From an optimization exercise on the open Yosys and OpenROAD flow, aimed at small area; shortcuts taken in it are not production practice.
Function was checked by simulation only, so behaviour that the tests miss may differ from the original.

==> flow/design.v (outline; a module is shown in full before it is edited, if it fits) <==
// module dsp_slice_combined: 316 lines
// module mulcore: 7429 lines
// module rca: 16 lines
// module csel: 27 lines
// module inc: 23 lines
// module fp16add: 58 lines
// module fp16to32: 24 lines
// module fp32add: 58 lines
module dsp_slice_combined (
  clk,
  reset,
  enable,
  loadconst,
  accumulate,
  negate,
  sub,
  mode,
  mux9_select,
  internal_coeffa,
  internal_coeffb,
  stream,
  chainin,
  coeffbank_addr,
  coeffbank_data,
  coeffbank_we,
  coeffbank_sel,
  constant,
  resulta,
  resultb,
  chainout
);
  // ...
==> flow/run.sh <==
#!/bin/bash
# synth_recipe.tcl (not shown) runs the flow's synth.tcl, then flattens the netlist and writes it again
# the make line also repeats each setting of config.mk as NAME=value (left out here)
make -C /OpenROAD-flow-scripts/flow DESIGN_CONFIG=/design/flow/config.mk WORK_HOME=/design/flow/orfs CLKGATE_MAP_FILE= SYNTH_SCRIPT=/design/flow/synth_recipe.tcl finish
==> flow/config.mk <==
export PLATFORM = sky130hd
export DESIGN_NAME = dsp_slice_combined
export DESIGN_NICKNAME = dsp_slice_combined
export VERILOG_FILES = /design/flow/design.v
export SDC_FILE = /design/flow/constraint.sdc
export NUM_CORES = 4
export LEC_CHECK = 0
export CAP_MARGIN = 20
export CORE_MARGIN = 2
export CORE_UTILIZATION = 60
export GPL_TIMING_DRIVEN = 0
export SLEW_MARGIN = 20
==> flow/constraint.sdc <==
create_clock -name core_clock -period 22.0 [get_ports {clk}]
set_input_delay 4.4000 -clock core_clock [delete_from_list [all_inputs] [get_ports {clk}]]
set_output_delay 4.4000 -clock core_clock [all_outputs]
set_load 0.01 [all_outputs]
==> qor.yml, run 1 <==
outcome: "finished clean"
path_clk_slew_ps: 70
grt_max_degree: 18
gp_congestion: 1.12
port_buffers: 441
nets: 13300
cp-endpoint: "mofp3[30]$_DFF_P_"
met3_length_um: 62500
min_path_cells: 0
skew_ps: 41.9
synthAdderAreaFrac_pct: 32.0
largest_class: "multi-input combinational cells"
io_pins: 445
layout-drive-gt1-share_pct: 5.51
clock_area_share_pct: 3.92
cp_slowest_cell: "o21ai_0"
areaGrowthSynthToFinish_pct: 12.0
critical-path-top-delay-family: "adder cells"
cp_max_fo: 10
die_width_um: 417
diodes: 29
cp.depth: 59
tightest_slew_ps: 1380
slew_viol_final: 0
cts-resized-gates: 0
synth-compound-area-share_pct: 9.44
==> module dsp_slice_combined, before the edit <==
module dsp_slice_combined (
  clk,
  reset,
  enable,
  loadconst,
  accumulate,
  negate,
  sub,
  mode,
  mux9_select,
  internal_coeffa,
  internal_coeffb,
  stream,
  chainin,
  coeffbank_addr,
  coeffbank_data,
  coeffbank_we,
  coeffbank_sel,
  constant,
  resulta,
  resultb,
  chainout
);
input clk;
input reset;
input enable;
input loadconst;
input accumulate;
input negate;
input sub;
input [2:0] mode;
input mux9_select;
input internal_coeffa;
input internal_coeffb;
input [115:0] stream;
input [63:0] chainin;
input [2:0] coeffbank_addr;
input [17:0] coeffbank_data;
input coeffbank_we;
input coeffbank_sel;
input [63:0] constant;
output [63:0] resulta;
output [36:0] resultb;
output [63:0] chainout;
reg lc2, acc2, neg2, sub2, m9s2;
reg [2:0] mode2;
reg [115:0] s2;
reg [36:0] ip1_2, ip2_2;
reg [1:0] mb2;
reg [31:0] m1o2;
reg lc1, acc1, neg1, sub1, m9s1, ica1, icb1;
reg [2:0] mode1;
reg [115:0] s1;
always @(posedge clk) begin
  if (reset) begin
    lc1 <= 0; acc1 <= 0; neg1 <= 0; sub1 <= 0; mode1 <= 0; s1 <= 0;
    m9s1 <= 0; ica1 <= 0; icb1 <= 0;
  end else begin
    lc1 <= loadconst; acc1 <= accumulate; neg1 <= negate; sub1 <= sub;
    mode1 <= mode; s1 <= stream; m9s1 <= mux9_select;
    ica1 <= internal_coeffa; icb1 <= internal_coeffb;
  end
end
reg [17:0] coeffbank_a [0:7];
reg [17:0] coeffbank_b [0:7];
always @(posedge clk) begin
  if (coeffbank_we && coeffbank_sel)  coeffbank_a[coeffbank_addr] <= coeffbank_data;
  if (coeffbank_we && ~coeffbank_sel) coeffbank_b[coeffbank_addr] <= coeffbank_data;
end
wire [17:0] cfa = coeffbank_a[s1[112:110]];
wire [17:0] cfb = coeffbank_b[s1[115:113]];
wire pm = mode1[0];
wire [18:0] pa_lo = s1[18:0];
wire [18:0] pb_lo = pm ? {s1[44:37], s1[36:27]} : {1'b0, s1[36:19]};
wire [18:0] pa_hi = pm ? {11'd0, s1[26:19]} : s1[55:37];
wire [18:0] pb_hi = pm ? {11'd0, s1[52:45]} : {1'b0, s1[73:56]};
wire [18:0] pre_lo, pre_hi;
wire pc_lo, pc_hi;
rca #(19) pre0 (.a(pa_lo), .b(pb_lo), .ci(1'b0), .s(pre_lo), .co(pc_lo));
rca #(19) pre1 (.a(pa_hi), .b(pb_hi), .ci(pm & pc_lo), .s(pre_hi), .co(pc_hi));
wire [37:0] pre = {pre_hi, pre_lo};
reg [36:0] ip1, ip2;
reg [1:0] mbit;
always @(*) begin
  if (mode1[2]) begin
    ip1 = {1'b0, s2[35:0]};
    ip2 = {1'b0, s2[71:36]};
    mbit = 2'b10;
  end else if (!mode1[0]) begin
    ip1 = {ica1 ? cfa : s1[91:74], pre[18:0]};
    ip2 = {icb1 ? cfb : s1[109:92], pre[37:19]};
    mbit = 2'b00;
  end else begin
    ip1 = {9'd0, pre[27:0]};
    ip2 = ica1 ? {10'd0, cfb[8:0], cfa} : {10'd0, s1[79:53]};
    mbit = 2'b01;
  end
end
wire [3:0] f1 = s1[99:96];
wire [3:0] h1 = s1[89:86];
wire msel1_16 = ~h1[0];
wire msel1_32 = (f1[1] & f1[0]) | (f1[3] & ~f1[1]) | (f1[2] & ~f1[0]);
wire [1:0] msel3_16;
assign msel3_16[1] = (~h1[3] & ~h1[2] & ~h1[1]) | (~h1[3] & ~h1[2] & ~h1[0]);
assign msel3_16[0] = h1[3] | (h1[2] & h1[0]) | (h1[2] & h1[1]);
wire msel3_32 = (f1[3] & ~f1[1]) | (f1[2] & f1[1] & f1[0]);
wire fp32op = (~f1[3] & ~f1[2] & ~f1[0]) | (~f1[3] & ~f1[1] & ~f1[0]) | (f1[3] & ~f1[1] & f1[0]);
wire [31:0] mux1_out = mode1[0] ? (msel1_16 ? chainin[31:0] : s1[85:54]) : (msel1_32 ? chainin[31:0] : s2[31:0]);
always @(posedge clk) begin
  if (reset) begin
    lc2 <= 0; acc2 <= 0; neg2 <= 0; sub2 <= 0; mode2 <= 0; m9s2 <= 0;
    s2[31:0] <= 0; ip1_2 <= 0; ip2_2 <= 0; mb2 <= 0;
  end else begin
    lc2 <= lc1; acc2 <= acc1; neg2 <= neg1; sub2 <= sub1; mode2 <= mode1; m9s2 <= m9s1;
    s2[31:0] <= s1[31:0]; ip1_2 <= ip1; ip2_2 <= ip2; mb2 <= mbit;
  end
end
always @(posedge clk) begin
  s2[115:32] <= s1[115:32]; m1o2 <= mux1_out;
end
reg [36:0] in1, in2;
always @(*) begin
  if (mode2[1]) begin
    if (!mode2[0]) begin
      in1 = {13'd1, s2[54:32]};
      in2 = {30'd1, s2[86:81]};
    end else begin
      in1 = {7'd0, 1'b1, s2[25:16], 8'd0, 1'b1, s2[9:0]};
      in2 = {7'd0, 1'b1, 4'd0, s2[53:48], 8'd0, 1'b1, s2[41:32]};
    end
  end else begin
    in1 = ip1_2;
    in2 = ip2_2;
  end
end
wire is01 = (mb2 == 2'b01);
wire is00 = (mb2 == 2'b00);
wire is1x = mb2[1];
reg [17:0] rs, rt;
reg [26:0] v1lo, v1hi;
reg [18:0] wlo, whi;
integer ri;
always @(*) begin
  for (ri = 0; ri < 18; ri = ri + 1) begin
    rs[ri] = is01 ? in1[ri] : (is00 ? in1[19+ri] : (ri < 9 ? in1[9+ri] : in1[18+ri]));
    rt[ri] = is01 ? in1[18 + (ri % 9)] : (is00 ? in2[19+ri] : (ri < 9 ? in2[9+ri] : in2[18+ri]));
  end
  v1lo = is01 ? in2[26:0] : (is00 ? {8'd0, in1[18:0]} : {18'd0, in1[8:0]});
  v1hi = is01 ? in2[26:0] : (is00 ? {8'd0, in1[18:0]} : {9'd0, in1[26:18], 9'd0});
  wlo = is01 ? {1'b0, in2[17:0]} : (is00 ? in2[18:0] : {10'd0, in2[8:0]});
  whi = is00 ? in2[18:0] : {1'b0, in2[26:18], 9'd0};
end
wire [73:0] mca, mcb;
wire [47:0] fca, fcb;
mulcore mc (
  .s1(rs), .v1lo(v1lo), .v1hi(v1hi),
  .t(rt), .wlo(wlo), .whi(whi),
  .p01(is01), .p00(is00), .p1x(is1x),
  .fa({1'b1, s2[54:32]}), .fb(s2[80:64]),
  .ma(mca), .mb(mcb), .fpa(fca), .fpb(fcb));
wire [73:0] mult_out;
wire mco_unused;
csel #(74, 19) mcpa (.a(mca), .b(mcb), .ci(1'b0), .s(mult_out), .co(mco_unused));
wire [47:0] mp;
wire fco_unused;
csel #(48, 16) fcpa (.a(fca), .b(fcb), .ci(1'b0), .s(mp), .co(fco_unused));
wire [22:0] fnm = mp[47] ? mp[46:24] : mp[45:23];
wire fgrs = (mp[23] & mp[24]) | (|mp[22:0]);
wire [23:0] fm;
inc #(23) fminc (.a(fnm), .ci(fgrs), .s(fm[22:0]), .co(fm[23]));
wire fovf = fm[23];
wire [7:0] fe0, fe;
wire fe0c, fec;
rca #(8) fea (.a(s2[62:55]), .b(s2[94:87]), .ci(1'b1), .s(fe0), .co(fe0c));
rca #(8) feb (.a(fe0), .b({6'b100000, mp[47] & fovf, mp[47] ^ fovf}), .ci(1'b0), .s(fe), .co(fec));
wire [31:0] mult_out_fp = {s2[63] ^ s2[95], fe, fm[22:0] | {fovf, 22'd0}};
wire fm_anan = &s2[62:55];
wire fm_bnan = (&s2[94:87]) & (|s2[86:64]);
wire [21:0] mp16a = mult_out[21:0];
wire [21:0] mp16b = mult_out[58:37];
wire [4:0] e16a0, e16a;
wire e16a0c, e16ac;
rca #(5) e16x (.a(s2[14:10]), .b(s2[30:26]), .ci(1'b1), .s(e16a0), .co(e16a0c));
inc #(5) e16y (.a(e16a0 ^ 5'b10000), .ci(mp16a[21]), .s(e16a), .co(e16ac));
wire [15:0] fp16_bot_mult = {s2[15] ^ s2[31], e16a, mp16a[21] ? mp16a[20:11] : mp16a[19:10]};
wire [4:0] e16b;
wire e16bc;
rca #(5) e16z (.a(s2[46:42]), .b(5'd17), .ci(mp16b[21]), .s(e16b), .co(e16bc));
wire [15:0] fp16_top_mult = {s2[47], e16b, mp16b[21] ? mp16b[20:11] : mp16b[19:10]};
wire f16a_anan = &s2[14:10];
wire f16a_bnan = (&s2[30:26]) & (|s2[25:16]);
wire f16b_anan = &s2[46:42];
reg lc3, acc3, neg3, sub3, m9s3;
reg [2:0] mode3;
reg [115:0] s3;
reg [73:0] mo3;
reg [31:0] mofp3, m1o3;
reg [15:0] f16bot3, f16top3;
reg [1:0] fl16a3, fl32m3;
reg fl16b3;
always @(posedge clk) begin
  if (reset) begin
    lc3 <= 0; acc3 <= 0; neg3 <= 0; sub3 <= 0; mode3 <= 0; m9s3 <= 0;
    mo3 <= 0;
  end else begin
    lc3 <= lc2; acc3 <= acc2; neg3 <= neg2; sub3 <= sub2; mode3 <= mode2; m9s3 <= m9s2;
    mo3 <= mult_out;
  end
end
always @(posedge clk) begin
  s3 <= s2; mofp3 <= mult_out_fp; m1o3 <= m1o2;
  f16bot3 <= fp16_bot_mult; f16top3 <= fp16_top_mult;
  fl16a3 <= {f16a_anan | f16a_bnan, f16a_anan};
  fl32m3 <= {fm_anan | fm_bnan, fm_anan};
  fl16b3 <= f16b_anan;
end
wire [15:0] fp16_sum_raw;
wire [4:0] flags_fp16add;
fp16add fadd16 (.a(f16top3), .b(f16bot3), .op(sub3), .result(fp16_sum_raw), .flags(flags_fp16add));
wire [15:0] fp16_sum = reset ? 16'd0 : fp16_sum_raw;
wire [31:0] fp32_conv;
fp16to32 conv (.a(fp16_sum), .b(fp32_conv));
wire [3:0] f2 = s3[99:96];
wire [3:0] h2 = s3[89:86];
wire [1:0] msel2_32;
assign msel2_32[1] = (~f2[3] & ~f2[2] & ~f2[1]) | (~f2[3] & ~f2[2] & ~f2[0]) | (f2[3] & f2[1] & f2[0]);
assign msel2_32[0] = f2[2] | (f2[3] & ~f2[1]) | (f2[1] & f2[0]);
wire msel2_16 = (h2[2] & h2[0]) ^ (h2[2] & h2[1]) ^ h2[3];   
reg [31:0] aa4;    
wire [31:0] mux2_out = mode3[0] ? (msel2_16 ? aa4 : fp32_conv)
                              : (msel2_32[1] ? (msel2_32[0] ? s3[31:0] : s3[63:32])
                                             : (msel2_32[0] ? mofp3 : 32'd0));
wire t_int = mode3[2];
wire t_27 = ~mode3[2] & mode3[0];
wire t_sub = ~mode3[2] & ~mode3[0] & sub3;
wire [19:0] isum01, isum23;
wire ic0, ic1;
rca #(18) ia0 (.a(mo3[17:0]), .b(mo3[35:18]), .ci(1'b0), .s(isum01[17:0]), .co(ic0));
rca #(18) ia1 (.a(mo3[53:36]), .b(mo3[71:54]), .ci(1'b0), .s(isum23[17:0]), .co(ic1));
assign isum01[19:18] = {1'b0, ic0};
assign isum23[19:18] = {1'b0, ic1};
wire [36:0] ta = t_int ? {17'd0, isum01} : mo3[36:0];
wire [36:0] tb = t_int ? {17'd0, isum23} : (t_27 ? 37'd0 : (mo3[73:37] ^ {37{t_sub}}));
wire [36:0] tlo;
wire tc37;
csel #(37, 19) tadd (.a(ta), .b(tb), .ci(t_sub), .s(tlo), .co(tc37));
wire [16:0] thi = t_27 ? mo3[53:37] : (t_sub ? {17{~tc37}} : {16'd0, tc37 & ~t_int});
wire [53:0] temp_signal = {thi, tlo};
reg lc4, acc4, neg4, sub4, m9s4;
reg [2:0] mode4;
reg [115:0] s4;
reg [73:0] mo4;
reg [37:0] t4;    
reg [31:0] m2o4, m1o4;
reg [1:0] fl16a4, fl32m4;
reg fl16b4;
reg [4:0] fl16add4;
always @(posedge clk) begin
  if (reset) begin
    lc4 <= 0; acc4 <= 0; neg4 <= 0; sub4 <= 0; mode4 <= 0; m9s4 <= 0;
    mo4 <= 0;
  end else begin
    lc4 <= lc3; acc4 <= acc3; neg4 <= neg3; sub4 <= sub3; mode4 <= mode3; m9s4 <= m9s3;
    mo4 <= mo3;
  end
end
always @(posedge clk) begin
  s4 <= s3; t4 <= temp_signal[37:0]; m2o4 <= mux2_out; m1o4 <= m1o3; aa4 <= s3[85:54];
  fl16a4 <= fl16a3; fl32m4 <= fl32m3; fl16b4 <= fl16b3; fl16add4 <= flags_fp16add;
end
reg [63:0] bank_lo;     
reg [31:0] resulta_fp5;
wire ne = ~mode4[2] & neg4;
wire [63:0] yop = acc4 ? bank_lo : ((mode4[2] | neg4) ? chainin : 64'd0);
wire [15:0] t4hi = (~mode4[2] & mode4[0]) ? mo4[53:38]
                 : ((~mode4[2] & ~mode4[0] & sub4) ? {16{t4[37]}} : 16'd0);
wire [63:0] nop = {10'd0, t4hi, t4} ^ {64{ne}};
wire [63:0] dsum;
wire dco_unused;
csel #(64, 16) dadd (.a(nop), .b(yop), .ci(ne), .s(dsum), .co(dco_unused));
wire [63:0] data_out = (lc4 & ~acc4) ? constant : dsum;
wire [99:0] mux9_out = m9s4 ? {36'd0, data_out} : {mo4[72:37], 28'd0, mo4[35:0]};
wire [31:0] adder_a_in = acc4 ? resulta_fp5 : m1o4;
wire [31:0] adder_out;
wire [4:0] flags_fp32add;
fp32add fadd32 (.a(adder_a_in), .b(m2o4), .op(fp32op), .result(adder_out), .flags(flags_fp32add));
wire [3:0] f3 = s4[99:96];
wire [3:0] h3 = s4[89:86];
wire msel5_16 = h3[3] | (h3[2] & ~h3[0]) | (~h3[1] & h3[0]);
wire msel5_32 = f3[3] | (~f3[2] & f3[0]) | (f3[2] & ~f3[0]) | (f3[2] & ~f3[1]);
wire [31:0] mux5_out = mode4[0] ? (msel5_16 ? adder_out : m2o4) : (msel5_32 ? adder_out : mofp3);
reg [35:0] bank_hi;
reg [1:0] fl16a5, fl32m5;
reg fl16b5;
reg [4:0] fl16add5;
reg [4:0] fl32add5;
always @(posedge clk) begin
  if (reset) begin
    bank_lo <= 0; bank_hi <= 0;
  end else begin
    bank_lo <= mux9_out[63:0]; bank_hi <= mux9_out[99:64];
  end
end
always @(posedge clk) begin
  resulta_fp5 <= mux5_out;
  fl16a5 <= fl16a4; fl32m5 <= fl32m4; fl16b5 <= fl16b4; fl16add5 <= fl16add4;
  fl32add5 <= flags_fp32add;
end
wire [31:0] mux3_out = mode3[0] ? (msel3_16[1] ? resulta_fp5 : (msel3_16[0] ? fp32_conv : s3[85:54]))
                                : (msel3_32 ? s2[31:0] : resulta_fp5);
assign resulta = mode4[2] ? {27'd0, bank_lo[36:0]} : (mode4[1] ? {32'd0, resulta_fp5} : bank_lo);
assign resultb = mode4[1] ? (mode4[0] ? {25'd0, fl16a5, 2'b00, fl16b5, fl16b5, 2'b00, fl16add5[4:3], fl16add5[1:0]}
                                      : {29'd0, fl32m5, 2'b00, fl32add5[4:3], fl32add5[1:0]})
                          : bank_hi;
assign chainout = mode4[1] ? {32'd0, mux3_out} : bank_lo;
endmodule
==> run 2: changes to the inputs <==
--- a/flow/design.v
+++ b/flow/design.v
@@ -112,6 +112,6 @@
     lc2 <= 0; acc2 <= 0; neg2 <= 0; sub2 <= 0; mode2 <= 0; m9s2 <= 0;
-    s2[31:0] <= 0; ip1_2 <= 0; ip2_2 <= 0; mb2 <= 0;
+    s2[31:0] <= 0; mb2 <= 0;
   end else begin
     lc2 <= lc1; acc2 <= acc1; neg2 <= neg1; sub2 <= sub1; mode2 <= mode1; m9s2 <= m9s1;
-    s2[31:0] <= s1[31:0]; ip1_2 <= ip1; ip2_2 <= ip2; mb2 <= mbit;
+    s2[31:0] <= s1[31:0]; mb2 <= mbit;
   end
@@ -120,2 +120,3 @@
   s2[115:32] <= s1[115:32]; m1o2 <= mux1_out;
+  ip1_2 <= ip1; ip2_2 <= ip2;
 end
@@ -179,2 +180,5 @@
 wire fm_bnan = (&s2[94:87]) & (|s2[86:64]);
+wire [3:0] f2n = s2[99:96];
+wire pre_ax = f2n[2] | (f2n[3] & ~f2n[1]) | (f2n[1] & f2n[0]);
+wire [31:0] pre2 = pre_ax ? s2[31:0] : s2[63:32];
 wire [21:0] mp16a = mult_out[21:0];
@@ -196,3 +200,5 @@
 reg [115:0] s3;
+reg [31:0] pre3;    
 reg [73:0] mo3;
+reg rd1;    
 reg [31:0] mofp3, m1o3;
@@ -204,10 +210,13 @@
     lc3 <= 0; acc3 <= 0; neg3 <= 0; sub3 <= 0; mode3 <= 0; m9s3 <= 0;
-    mo3 <= 0;
   end else begin
     lc3 <= lc2; acc3 <= acc2; neg3 <= neg2; sub3 <= sub2; mode3 <= mode2; m9s3 <= m9s2;
-    mo3 <= mult_out;
   end
 end
+reg rd2, rd3;
 always @(posedge clk) begin
-  s3 <= s2; mofp3 <= mult_out_fp; m1o3 <= m1o2;
+  rd1 <= reset; rd2 <= rd1; rd3 <= rd2;
+  mo3 <= mult_out;
+end
+always @(posedge clk) begin
+  s3 <= s2; pre3 <= pre2; mofp3 <= mult_out_fp; m1o3 <= m1o2;
   f16bot3 <= fp16_bot_mult; f16top3 <= fp16_top_mult;
@@ -231,3 +240,3 @@
 wire [31:0] mux2_out = mode3[0] ? (msel2_16 ? aa4 : fp32_conv)
-                              : (msel2_32[1] ? (msel2_32[0] ? s3[31:0] : s3[63:32])
+                              : (msel2_32[1] ? pre3
                                              : (msel2_32[0] ? mofp3 : 32'd0));
@@ -261,6 +270,4 @@
     lc4 <= 0; acc4 <= 0; neg4 <= 0; sub4 <= 0; mode4 <= 0; m9s4 <= 0;
-    mo4 <= 0;
   end else begin
     lc4 <= lc3; acc4 <= acc3; neg4 <= neg3; sub4 <= sub3; mode4 <= mode3; m9s4 <= m9s3;
-    mo4 <= mo3;
   end
@@ -268,3 +275,3 @@
 always @(posedge clk) begin
-  s4 <= s3; t4 <= temp_signal[37:0]; m2o4 <= mux2_out; m1o4 <= m1o3; aa4 <= s3[85:54];
+  s4 <= s3; t4 <= temp_signal[37:0]; mo4 <= mo3; m2o4 <= mux2_out; m1o4 <= m1o3; aa4 <= s3[85:54];
   fl16a4 <= fl16a3; fl32m4 <= fl32m3; fl16b4 <= fl16b3; fl16add4 <= flags_fp16add;
@@ -298,3 +305,3 @@
 always @(posedge clk) begin
-  if (reset) begin
+  if (reset | rd1 | rd2 | rd3) begin
     bank_lo <= 0; bank_hi <= 0;
==> flow/flow/run.sh (new file) <==
#!/bin/bash
set -euo pipefail
sed '1s/yosys synth -nofsm -noshare /yosys synth -nofsm -noshare -noabc /' synth_recipe.tcl > flow_synth.tcl
grep -q -- '-noabc' flow_synth.tcl
sed -e "s#SYNTH_SCRIPT=[^ ]*synth_recipe\.tcl#SYNTH_SCRIPT=$PWD/flow_synth.tcl#" \
    -e "s#CLKGATE_MAP_FILE= #CLKGATE_MAP_FILE= 'BUFFER_PORTS_ARGS=-buffer_cell sky130_fd_sc_hd__buf_1' 'CTS_ARGS=-sink_clustering_enable -repair_clock_nets -dont_use_dummy_load -sink_clustering_size 20 -sink_clustering_max_diameter 60' #" \
    standard.sh > flow_standard.sh
grep -q 'flow_synth\.tcl' flow_standard.sh
grep -q 'BUFFER_PORTS_ARGS' flow_standard.sh
grep -q 'CTS_ARGS' flow_standard.sh
bash flow_standard.sh finish > flow_make.log 2>&1
==> flow/standard.sh (new file) <==
#!/bin/bash
# synth_recipe.tcl (not shown) runs the flow's synth.tcl, then flattens the netlist and writes it again
# the make line also repeats each setting of config.mk as NAME=value (left out here)
make -C /OpenROAD-flow-scripts/flow DESIGN_CONFIG=/design/flow/config.mk WORK_HOME=/design/flow/orfs CLKGATE_MAP_FILE= SYNTH_SCRIPT=/design/flow/synth_recipe.tcl "${@:-finish}"
removed: flow/run.sh
==> qor.yml, run 2 <==
routed.top_layer: "met5"  # unchanged
die_h_um: 406  # was 417 um
cp_max_fo: 10  # unchanged
met3_length_um: 66800  # was 62500 um
worst_hold_path_type: "reg2reg"  # unchanged
clock_sinks: 1257  # was 1275
yosysMostFrequentCell: "fa_1"  # was inv_1
critPathLaunchType: "flip-flop"  # unchanged
die_width_um: 406  # was 417 um
nets: 11700  # was 13300
final-hold-violation-count: 0  # unchanged
path_common_cell: "fa_1"  # unchanged
place_area_sq_um: 102000  # was 110000 sq um
met2WireLength_um: 172000  # was 186000 um
final_area_sq_um: 104000  # was 115000 sq um
dieArea_sq_um: 165000  # was 174000 sq um
cts_buffers: 99  # was 132
cpPeakStageDelay_ps: 870  # was 1130 ps
clock_latency_ps: 780  # was 840 ps
grt-ovfl-total: 0  # unchanged
dr_total_vias: 80800  # was 88800
top_regs: "coeffbank_a (144), coeffbank_b (144), s1 (116)"  # unchanged
ys_seq_elements: 1257  # was 1275
fin_crit_ps: 21340  # was 21400 ps
synth.area.top_cells: "fa_1 (29%), dfxtp_1 (20%), edfxtp_1 (8.9%)"  # was fa_1 (28%), dfxtp_1 (19%), edfxtp_1 (8.4%)
drc: 0  # unchanged
viasPerCell: 6.84  # was 6.50
cts_root_buf: "clkbuf_16"  # unchanged
required_ps: 22630  # was 22750 ps
htree_levels: 3  # was 4
setup_viol: 0  # unchanged
synth_cell_types: 104  # unchanged
period_share_pct: 97.0  # was 97.3%
syn_avg_cell_area_sq_um: 10.7  # was 9.58 sq um
path_clk_slew_ps: 80  # was 70 ps
tightest_slew_ps: 1350  # was 1380 ps
core_sq_um: 160000  # was 169000 sq um
place_hpwl_um: 335000  # was 355000 um
grt_pass1_wl_um: 583000  # was 625000 um
synth_common_cells: "fa_1 (1420), nor2_1 (1261), dfxtp_1 (969)"  # was inv_1 (1445), fa_1 (1415), nor2_1 (1268)
drv_cap: 0  # unchanged
port_buffers: 442  # was 441
worst_slack_ps: 664  # was 602 ps
fillers: 12600  # was 13000
postRouteAntennaNets: 0  # unchanged
synth_flop_cell: "dfxtp_1"  # unchanged
yosys.area.top_type: "fa_1"  # unchanged
first_pass_iters: 10  # was 11
outcome: "finished clean"  # unchanged
async_reset_ff_share_pct: 0  # unchanged
cts_buffer_depth: 3  # unchanged
met1_length_um: 146000  # was 149000 um
routed_wl_um: 420000  # was 444000 um
slew_viol_final: 0  # unchanged
drt_iter0_drc: 12100  # was 12800
holdWs_ps: 310  # was 320 ps
ys_warn_count: 4  # unchanged
layout-drive-gt1-share_pct: 6.41  # was 5.51%
worstPathArrival_ps: 21970  # was 22150 ps
grt_pass1_vias: 80000  # was 89100
gp_congestion: 1.11  # was 1.12
synth_fp_nets: 11100  # was 12700
fin_setup_tns_ps: 0  # unchanged
fmax_ghz: 0.0469  # was 0.0467 GHz
synthCells: 9023  # was 10700
end_kind: "flip-flop"  # unchanged
place_ws_ps: 324  # was 686 ps
crit_type: "reg2reg"  # unchanged
routedWlPerCell_um: 35.5  # was 32.5 um
grt_max_degree: 21  # was 18
synth_edf_count: 288  # unchanged
synth_area_sq_um: 96800  # was 102000 sq um
row_count: 147  # was 151
layout_common_cells: "fa_1 (1419), nor2_1 (1246), dfxtp_1 (969)"  # was inv_1 (1445), fa_1 (1415), nor2_1 (1255)
areaGrowthSynthToFinish_pct: 7.86  # was 12.0%
ys_seq_area_share_pct: 29.0  # was 27.7%
grt_usage_pct: 50.5  # was 50.7%
cp_slowest_cell: "xor2_1"  # was o21ai_0
io_pins: 445  # unchanged
final_common_cell: "fa_1"  # was inv_1
cts_tree: "done"  # unchanged
initial_utilization_pct: 60.4  # about the same
grt_antenna_before_repair: 70  # was 32
max_slew_margin_pct: 10.0  # was 7.72%
skew_ps: 77.8  # was 41.9 ps
fin_util_pct: 65.1  # was 67.7%
synth_top_area_share_pct: 29.4  # was 27.7%
-- run 2: cell types whose count changed after synthesis, sizes merged, moves of 30 or more --
cell    delta
inv     -1234
nand2    -310
mux2     +117
and2     +108
a21oi    -104
a22oi     -70
or2       -60
nand2b    -57
a22o      +43
o22ai     -30
-- run 2: final timing paths --
kind | from | to | slack, ps | depth (start not counted)
max | mode2[1]$_SDFF_PP0_ | mofp3[30]$_DFF_P_ | 660 | 52
min | m1o2[6]$_DFF_P_ | m1o3[6]$_DFF_P_ | 310 | 0
max reg2reg | mode2[1]$_SDFF_PP0_ | mofp3[30]$_DFF_P_ | 660 | 52
min reg2reg | m1o2[6]$_DFF_P_ | m1o3[6]$_DFF_P_ | 310 | 0
-- run 2: logic make-up (layout without fill, tap and decap cells) --
group,count (synthesis),in the layout,share of synthesized area [%]
fa+ha+maj,1793,1793,34.2
buf+inv,792,1363,3.13
mux,553,553,7.27
compound gates,1322,1322,9.09
xor+xnor,232,232,2.21
flops,1257,1257,29.0
simple gates,3073,3073,15.1
other cells,1,67,0.00387
-- run 2: worst max-delay path: cells and delay by family (launching register included) --
| family | cells | cell delay, ps |
|---|---|---|
| AOI/OAI and AO/OA | 4 | 1780 |
| buffers and inverters | 6 | 2740 |
| adders and majority gates | 31 | 12330 |
| xor gates and xnor gates | 4 | 1430 |
| DFF | 1 | 330 |
| and+or+nand+nor | 7 | 2580 |
-- run 2: final cells by class --
class | count | area (sq um) | area share, %
plain buffers | 570 | 2230 | 2.13
multi-input cells | 6974 | 66000 | 63.2
clock buffers | 99 | 2480 | 2.37
diodes | 66 | 165 | 0.158
repair buffers | 474 | 2010 | 1.92
inverters | 220 | 826 | 0.791
well taps | 2160 | 2700 | 2.59
flip-flops and latches | 1257 | 28000 | 26.9
-- run 2: timing repair --
action,in CTS,in global routing
setup endpoints to repair,6,35
buffers inserted,0,3
gates resized for setup,4,30
hold buffers,0,0
pin swaps,0,1
-- run 2: routing by layer --
layer	up-vias	track usage (%)
met5	-	0.565
met4	44	32.8
met3	1695	23.0
met2	7349	70.9
met1	40000	62.8
li1	31700	-
-- run 2: through the flow --
| stage | cells |
|---|---|
| global route | 11800 |
| finish | 11800 |
| detailed placement | 11700 |
| CTS | 11800 |
| floorplan | 9023 |
| global placement | 11600 |

## static timing again, ports no longer ideal
In the flow no input, the clock included, has a driving cell. The finished layouts below were timed again as built, in two steps. Step 1: set_driving_cell puts a clkbuf_16 on clk and a buf_2 on each other input, an assumption about the parent block. Step 2, shift: input delay + t, output delay - t, t = (earliest + latest rising clock arrival at the registers) / 2. This alone moves slack from input paths to output paths. Three values: ideal, step 1, step 2; two values: the first two.
| run | t, ns | setup slack, ns | worst data-port slew with drivers (ns) | cell pins on the clock port's net |
|---|---|---|---|---|
| run 1 | 0.916 | 0.602 / 0.602 / 0.602 | 0.20 | 1 |
| run 2 | 0.829 | 0.664 / 0.608 / 0.664 | 0.16 | 1 |
After both steps setup and hold are still met in every run listed.
